Background: an optimization exercise with open tools, aiming at small area. Do not read the settings as production practice.
Only simulation tests tie the RTL to the original design; equivalence was not proved.
The clock port is modelled as an ideal driver, which makes a skipped or thinned clock tree look cheaper than it is; a real chip needs a root buffer or a tree.
Power and IR drop assume default switching activity.

==> flow/design.v <==
module DemoSequentialBreathing #(
  parameter IN_CLK_HZ = 400000,
  parameter DEPTH = 6
) (
  input  nreset,
  input  clk,
  output osc_en,
  output led_0,
  output led0_oe,
  output led_1,
  output led1_oe,
  output led_2,
  output led2_oe,
  output led_3,
  output led3_oe,
  output led_4,
  output led4_oe,
  output led_5,
  output led5_oe,
  output led_6,
  output led6_oe,
  output led_7,
  output led7_oe
);
  assign osc_en  = 1'b1;
  assign led0_oe = 1'b1;
  assign led1_oe = 1'b1;
  assign led2_oe = 1'b1;
  assign led3_oe = 1'b1;
  assign led4_oe = 1'b1;
  assign led5_oe = 1'b1;
  assign led6_oe = 1'b1;
  assign led7_oe = 1'b1;
  localparam [17:0] R = 262144 - (IN_CLK_HZ / 2 + 1);
  reg [2:0]  ph;
  localparam [21:0] INV = 22'h001f80;
  reg [21:0] xs;
  wire [21:0] x = xs ^ INV;
  wire blink = ph[2];
  wire [1:0] q = ph[1:0];
  wire n0 = q == 2'b00;
  wire n1 = q == 2'b01;
  wire n2 = q == 2'b11;
  wire n3 = q == 2'b10;
  wire [22:0] cy;
  assign cy[0] = 1'b1;
  genvar g;
  generate
    for (g = 0; g < 22; g = g + 1) begin : chain
      assign cy[g+1] = cy[g] & x[g];
    end
  endgenerate
  wire [21:0] inc = x ^ cy[21:0];
  wire w7  = cy[7];     
  wire w18 = cy[18];    
  wire t_next  = !blink && x[21];                
  wire t_blink = t_next && n3;            
  wire p_wrap  = !blink && w7;                   
  wire h_wrap  = blink && w18;                   
  wire c_wrap  = blink && w18 && x[21] && x[18];  
  wire r_end   = c_wrap && n3;            
  wire load_r  = h_wrap || t_blink;
  reg [21:0] force1;
  always @(*) begin
    force1 = 22'd0;
    force1[0]  = !n0;
    force1[1]  = blink && (n2 || n3);
    force1[2]  = blink && n3;
    force1[4]  = !blink && n3;
    force1[5]  = !blink && (n2 || n3);
    force1[6]  = !blink && (n2 || n3);
    force1[13] = !blink && (n0 || n1);
  end
  reg [21:0] clr;
  always @(*) begin
    clr = 22'd0;
    clr[6:0] = {7{t_next}};
    clr[13]  = t_next;
    clr[21]  = t_next || c_wrap;
    clr[18]  = c_wrap;
    clr[19]  = c_wrap;
    clr[20]  = c_wrap;
    clr[0]   = t_next || r_end;
  end
  reg [21:0] set1;
  always @(*) begin
    set1 = 22'd0;
    set1[17:0] = {18{load_r}} & R;
    set1[0]  = load_r && !r_end;                        
    set1[1]  = h_wrap || p_wrap;                        
    set1[2]  = load_r || (p_wrap && n2) || (t_next && n1);
  end
  always @(posedge clk) begin
    if (!nreset) begin
      ph <= 3'd0;
      xs <= INV;
    end else begin
      xs <= (((inc | force1) & ~clr) | set1) ^ INV;
      if (t_next || c_wrap) ph <= {ph[2] | t_blink, q[0], ~q[1]};
    end
  end
  reg lt;
  integer j;
  always @(*) begin
    lt = 1'b0;
    for (j = 0; j < 6; j = j + 1)
      lt = (~x[7+j] & x[14+j]) | (~x[7+j] & lt) | (x[14+j] & lt);
  end
  wire pwm_on = x[20] ^ lt;
  assign led_0 = !blink && n0 && pwm_on;
  assign led_1 = !blink && n1 && pwm_on;
  assign led_2 = !blink && n2 && pwm_on;
  assign led_3 = !blink && n3 && pwm_on;
  wire r = x[18];
  assign led_4 = blink && (r || !n0);
  assign led_5 = blink && (n2 || n3 || (n1 && r));
  assign led_6 = blink && (n3 || (n2 && r));
  assign led_7 = blink && n3 && r;
endmodule
==> flow/flow/run.sh <==
#!/bin/bash
# Layout flow: the standard flow (standard.sh), with these changes:
#  - synthesis maps the logic with an area-oriented ABC script (flow/area.abc)
#    in place of ORFS's; everything else in synthesis is the standard flow's own script;
#  - the port buffers are sky130_fd_sc_hd__buf_1;
#  - the clock tree is one clkbuf_16 driving all flip-flops (flow/post_cts.tcl),
#    with no dummy load cells;
#  - the constant outputs share one tie cell (SKIP_REPAIR_TIE_FANOUT);
set -euo pipefail
W=$PWD
{
  echo 'proc abc {args} {'
  echo '  set i [lsearch -exact $args -script]'
  echo "  if {\$i >= 0} { lset args [expr {\$i + 1}] $W/flow/area.abc }"
  echo '  yosys abc {*}$args'
  echo '}'
  cat "$W/synth_recipe.tcl"
} > "$W/area_synth.tcl"
bash "$W/standard.sh" SYNTH_SCRIPT="$W/area_synth.tcl" \
  "BUFFER_PORTS_ARGS=-buffer_cell sky130_fd_sc_hd__buf_1" \
  "CTS_ARGS=-sink_clustering_enable -repair_clock_nets -buf_list sky130_fd_sc_hd__clkbuf_8 -dont_use_dummy_load" \
  POST_CTS_TCL="$W/flow/post_cts.tcl" \
  SKIP_REPAIR_TIE_FANOUT=1 \
  REMOVE_ABC_BUFFERS=1 \
  finish > "$W/flow.log" 2>&1
==> flow/flow/area.abc <==
strash
dc2
dc2
strash
&get -n
&dch -f
&nf -R 1000
&put
topo
strash
dc2
&get -n
&dch -f
&nf -R 1000
&put
topo
==> flow/flow/post_cts.tcl <==
# Runs at the end of ORFS's CTS step (POST_CTS_TCL). The design has only 25
# flip-flops, so one clock buffer can drive them all: move the loads of the
# clock tree's second-level buffers onto the root buffer's net, remove those
# buffers, and size the root buffer to drive all the flip-flops.
set block [ord::get_db_block]
set port_net [[$block findBTerm clk] getNet]
set root ""
foreach it [$port_net getITerms] {
  if {[string match "sky130_fd_sc_hd__clkbuf_*" [[[$it getInst] getMaster] getName]]} {
    set root [$it getInst]
  }
}
if {$root eq ""} { error "post_cts: no root clock buffer" }
set root_net [[$root findITerm X] getNet]
foreach it [$root_net getITerms] {
  set inst [$it getInst]
  if {$inst == $root} continue
  if {![string match "sky130_fd_sc_hd__clkbuf_*" [[$inst getMaster] getName]]} continue
  set leaf_net [[$inst findITerm X] getNet]
  foreach lt [$leaf_net getITerms] {
    if {[$lt getInst] == $inst} continue
    $lt disconnect
    $lt connect $root_net
  }
  puts "post_cts: removing [$inst getName]"
  odb::dbInst_destroy $inst
  odb::dbNet_destroy $leaf_net
}
replace_cell [$root getName] sky130_fd_sc_hd__clkbuf_16
detailed_placement
check_placement -verbose
estimate_parasitics -placement
report_clock_skew
report_worst_slack -min
report_worst_slack -max
==> flow/standard.sh <==
#!/bin/bash
# synth_recipe.tcl (not shown) runs the flow's synth.tcl, then flattens the netlist and writes it again
# the make line also repeats each setting of config.mk as NAME=value (left out here)
make -C /OpenROAD-flow-scripts/flow DESIGN_CONFIG=/design/flow/config.mk WORK_HOME=/design/flow/orfs CLKGATE_MAP_FILE= SYNTH_SCRIPT=/design/flow/synth_recipe.tcl "${@:-finish}"
==> flow/config.mk <==
export PLATFORM = sky130hd
export DESIGN_NAME = DemoSequentialBreathing
export DESIGN_NICKNAME = DemoSequentialBreathing
export VERILOG_FILES = /design/flow/design.v
export SDC_FILE = /design/flow/constraint.sdc
export NUM_CORES = 4
export LEC_CHECK = 0
export CAP_MARGIN = 20
export CORE_MARGIN = 2
export CORE_UTILIZATION = 40
export CTS_BUF_LIST = sky130_fd_sc_hd__clkbuf_8
export GPL_TIMING_DRIVEN = 0
export SLEW_MARGIN = 20
==> flow/constraint.sdc <==
create_clock -name core_clock -period 5.0 [get_ports {clk}]
set_input_delay 1.0000 -clock core_clock [delete_from_list [all_inputs] [get_ports {clk}]]
set_output_delay 1.0000 -clock core_clock [all_outputs]
set_load 0.01 [all_outputs]
==> summary.json <==
{
  "status": {"value": "timing/DRC/antenna clean"},
  "die_y": {"value": 59.7, "unit": "um"},
  "worstSkewPairLatency": {"value": 0.16, "unit": "ns"},
  "io_pins": {"value": 19},
  "vdd_ir_drop_max": {"value": 218, "unit": "uV"},
  "cp.buffers_inverters": {"value": 0},
  "xor_xnor_share_of_the_synthesized_area": {"value": 0.00706},
  "residual_drc_count": {"value": 0},
  "min_period_over_period": {"value": 0.881},
  "met1_grt_util": {"value": 0.211},
  "critPathKind": {"value": "reg2reg"},
  "wire_length_of_the_first_global_routing_pass": {"value": 3.66, "unit": "mm"},
  "critical_path.top_delay_family": {"value": "adder cells"},
  "post_route_standard_cell_area_excluding_fillers": {"value": 0.00127, "unit": "mm^2"},
  "simple_gate_area_share_of_the_yosys_netlist": {"value": 0.158},
  "globalRouteTotalUtil": {"value": 0.152},
  "cpPeakStageDelay": {"value": 0.32, "unit": "ns"},
  "postSynthCellCount": {"value": 138},
  "synth_most_common_cell": {"value": "sky130_fd_sc_hd__dfxtp_1"},
  "final-setup-viol-count": {"value": 0},
  "top_usage_layer": {"value": "met2"},
  "slowest_stage": {"value": "sky130_fd_sc_hd__dfxtp_1"},
  "share_of_the_synthesized_area_in_compound_gates_ao_oa_aoi_oai": {"value": 0.145},
  "grt_max_degree": {"value": 26},
  "synth_area_leader_cell": {"value": "sky130_fd_sc_hd__dfxtp_1"},
  "clk_pin_slew_worst_paths": {"value": 0.09, "unit": "ns"},
  "clock_sink_count": {"value": 25},
  "setup-tns-final": {"value": 0, "unit": "ns"},
  "critPathMostFrequentCell": {"value": "sky130_fd_sc_hd__ha_1"},
  "syn_to_final_growth": {"value": 2.62, "unit": "%"},
  "nNetsFinal": {"value": 163},
  "dieWidth": {"value": 59.7, "unit": "um"},
  "yosys_warnings": {"value": 1},
  "die_area": {"value": 0.00356, "unit": "mm^2"},
  "synth.top_cells.by_count": {"value": "sky130_fd_sc_hd__dfxtp_1 (25), sky130_fd_sc_hd__ha_1 (20), sky130_fd_sc_hd__nand2_1 (17), sky130_fd_sc_hd__o21ai_0 (12), sky130_fd_sc_hd__nor2_1 (10)"},
  "async_reset_ff_frac": {"value": 0},
  "finalHoldViolCount": {"value": 0},
  "initial_core_util": {"value": 0.413},
  "detailedRoute.firstIterationViolations": {"value": 61},
  "path_max_fanout": {"value": 3},
  "routedWlPerCell": {"value": 12.3, "unit": "um"},
  "antenna_found_initial": {"value": 0},
  "mappedNetlistArea": {"value": 0.00124, "unit": "mm^2"},
  "place.detailed.hpwl": {"value": 1.63, "unit": "mm"},
  "synth_top_family_by_area": {"value": "adder cells"},
  "post_synth_edffs": {"value": 0},
  "core_area": {"value": 0.00300, "unit": "mm^2"},
  "count_of_inserted_antenna_diode_cells": {"value": 0},
  "row_count": {"value": 20},
  "global_route.overflow_total": {"value": 0},
  "grt_util_met3": {"value": 0.0130},
  "dpl.cell_count": {"value": 171},
  "grt_setup_unrepaired": {"value": "false"},
  "timing.clock.skew": {"value": 0.00406, "unit": "ns"},
  "timing_max_transition_violations_final": {"value": 0},
  "fmaxAchievable": {"value": 227, "unit": "MHz"},
  "postSynthAreaPerCell": {"value": 8.99, "unit": "um^2"},
  "drt_pass1_iterations": {"value": 5},
  "routed_wirelength": {"value": 2.11, "unit": "mm"},
  "final_cell_count_no_fill": {"value": 172},
  "synth.mux.area_fraction": {"value": 0},
  "placedInstanceArea": {"value": 0.00125, "unit": "mm^2"},
  "maxcap_viol_count": {"value": 0},
  "ant_nets": {"value": 0},
  "ys_dominant_reg_cell": {"value": "sky130_fd_sc_hd__dfxtp_1"},
  "number_of_global_route_vias_before_repair": {"value": 835},
  "yosys.area_share.adder": {"value": 0.202},
  "synth-seq-area-share": {"value": 0.403},
  "use_met2": {"value": 0.252},
  "timing.critical_path.from_type": {"value": "flop"},
  "ys_seq_elements": {"value": 25},
  "synth_top_area_share": {"value": 0.403},
  "place.gp.congestion": {"value": 0.799},
  "place.port_buffers": {"value": 9},
  "hold_path.class": {"value": "reg2reg"},
  "critical_path.cell_chain": {"value": "ha_1 > ha_1 > ha_1 > ha_1 > ha_1 > ha_1 > ha_1 > ha_1 > ha_1 > ha_1 > ha_1 > ha_1 > ha_1 > ha_1 > ha_1 > ha_1 > ha_1 > ha_1 > ha_1 > ha_1 > o21ai_0 > a211oi_1"},
  "synth.distinct_cells": {"value": 27},
  "power.density": {"value": 235, "unit": "mW/mm^2"},
  "timing_worst_slew_pin_value": {"value": 0.725, "unit": "ns"},
  "synth_area_leaders": {"value": "sky130_fd_sc_hd__dfxtp_1 (40%), sky130_fd_sc_hd__ha_1 (20%), sky130_fd_sc_hd__buf_4 (5.4%), sky130_fd_sc_hd__nand2_1 (5.1%), sky130_fd_sc_hd__o21ai_0 (4.8%)"},
  "arrival": {"value": 4.45, "unit": "ns"},
  "detailroute.via_count": {"value": 934},
  "post_drt_via_cell_ratio": {"value": 5.43},
  "endpoint_kind_of_the_worst_setup_timing_path": {"value": "flop"},
  "slew_headroom": {"value": 0.517},
  "final_period_minus_worst_setup_slack": {"value": 4.40, "unit": "ns"},
  "critical_path_required": {"value": 5.04, "unit": "ns"},
  "drive_above_1_share": {"value": 0.00719},
  "p_leak": {"value": 0.620, "unit": "nW"}
}
## per-stage QoR
| stage | worst slack (ns) | utilization | power [mW] | hold WS, ns |
|---|---|---|---|---|
| detailed placement | 0.566 | 0.416 | 0.219 | 0.534 |
| global placement | 0.594 | 0.416 | 0.218 | 0.529 |
| floorplan | 0.885 | - | 0.215 | 0.489 |
| global route | 0.249 | 0.424 | 0.309 | 0.578 |
| finish | 0.597 | 0.424 | 0.299 | 0.544 |
## layout by cell type, fill, tap and decap left out, types with 2 or more instances in the layout
| cell | count |
|---|---|
| sky130_fd_sc_hd__dfxtp_1 | 25 |
| sky130_fd_sc_hd__ha_1 | 20 |
| sky130_fd_sc_hd__nand2_1 | 17 |
| sky130_fd_sc_hd__o21ai_0 | 12 |
| sky130_fd_sc_hd__nor2_1 | 10 |
| sky130_fd_sc_hd__clkinv_1 | 9 |
| sky130_fd_sc_hd__buf_1 | 9 |
| sky130_fd_sc_hd__a21oi_1 | 5 |
| sky130_fd_sc_hd__and3_1 | 4 |
| sky130_fd_sc_hd__a31oi_1 | 3 |
| sky130_fd_sc_hd__a22oi_1 | 2 |
| sky130_fd_sc_hd__o22ai_1 | 2 |
| sky130_fd_sc_hd__nor4_1 | 2 |
| sky130_fd_sc_hd__nor3_1 | 2 |
| sky130_fd_sc_hd__nand3_1 | 2 |
| sky130_fd_sc_hd__nand2b_1 | 2 |
| sky130_fd_sc_hd__and2_0 | 2 |
## kinds of logic (layout without fill, tap and decap cells)
kind of cell | Yosys count | after routing
AO/OA/AOI/OAI | 30 | 30
other | 1 | 1
AND/OR/NAND/NOR | 43 | 43
flip-flops | 25 | 25
buffers and inverters | 18 | 19
adder cells (fa/ha/maj) | 20 | 20
XOR/XNOR | 1 | 1
## state kept, by name, summed over array words and instances, names as in the netlist
name  cells
xs       22
ph        3
## final cells by class
type                            count  area [um^2]
Multi-Input combinational cell     95          639
Fill cell                         305         1730
Timing Repair Buffer                9         33.8
Sequential cell                    25          500
Tap cell                           33         41.3
Inverter                            9         33.8
Clock buffer                        1         25.0
## worst register-to-register path: stages, from the launching register on
cell and delay, ns:
sky130_fd_sc_hd__dfxtp_1 0.32, sky130_fd_sc_hd__ha_1 0.17, sky130_fd_sc_hd__ha_1 0.18, sky130_fd_sc_hd__ha_1 0.18, sky130_fd_sc_hd__ha_1 0.18, sky130_fd_sc_hd__ha_1 0.18, sky130_fd_sc_hd__ha_1 0.23, sky130_fd_sc_hd__ha_1 0.20
sky130_fd_sc_hd__ha_1 0.19, sky130_fd_sc_hd__ha_1 0.18, sky130_fd_sc_hd__ha_1 0.18, sky130_fd_sc_hd__ha_1 0.17, sky130_fd_sc_hd__ha_1 0.18, sky130_fd_sc_hd__ha_1 0.18, sky130_fd_sc_hd__ha_1 0.18, sky130_fd_sc_hd__ha_1 0.20
sky130_fd_sc_hd__ha_1 0.19, sky130_fd_sc_hd__ha_1 0.22, sky130_fd_sc_hd__ha_1 0.20, sky130_fd_sc_hd__ha_1 0.18, sky130_fd_sc_hd__ha_1 0.19, sky130_fd_sc_hd__o21ai_0 0.14, sky130_fd_sc_hd__a211oi_1 0.06
## final timing paths
kind / from / slack, ns / to / cells after the start
setup / recovery: xs[0] / 0.60 / xs[21] / 22
hold / removal: xs[0] / 0.54 / xs[0] / 2
setup reg to reg: xs[0] / 0.60 / xs[21] / 22
hold reg to reg: xs[0] / 0.54 / xs[0] / 2
## routing by layer
metal / routed length, um / vias up
met5: 0 / -
met2: 978 / 25
met1: 1020 / 426
met4: 28 / 0
met3: 82 / 2
li1: - / 481
## report_power, final
group          internal [mW]  total [mW]  switching, mW  leakage, nW
Clock                 0.0367      0.0849         0.0482       0.0123
Combinational        0.00319      0.0115        0.00834        0.405
Sequential             0.201       0.202       0.000841        0.203

==> separate check: timing with driven ports <==
Ports are ideal in the flow. The routed layout listed here was re-timed in OpenROAD. Step 1 sets driving cells, clkbuf_16 on the clock port and buf_2 on the other inputs (assumed; they add their load-dependent delay and slew). Step 2, shift: input delay + t, output delay - t, t = (earliest + latest rising clock arrival at the registers) / 2. This alone moves slack from input paths to output paths. Slacks: ideal / step 1 / step 2; pairs: ideal / step 1.
shift t [ns]: 0.181
setup WS [ns]: 0.597 / 0.597 / 0.597
worst data-port slew with drivers (ns): 0.03
After both steps this run still meets setup and hold. The setup slack of this run moves by 0.000 ns with the drivers and by 0.000 ns with both steps.
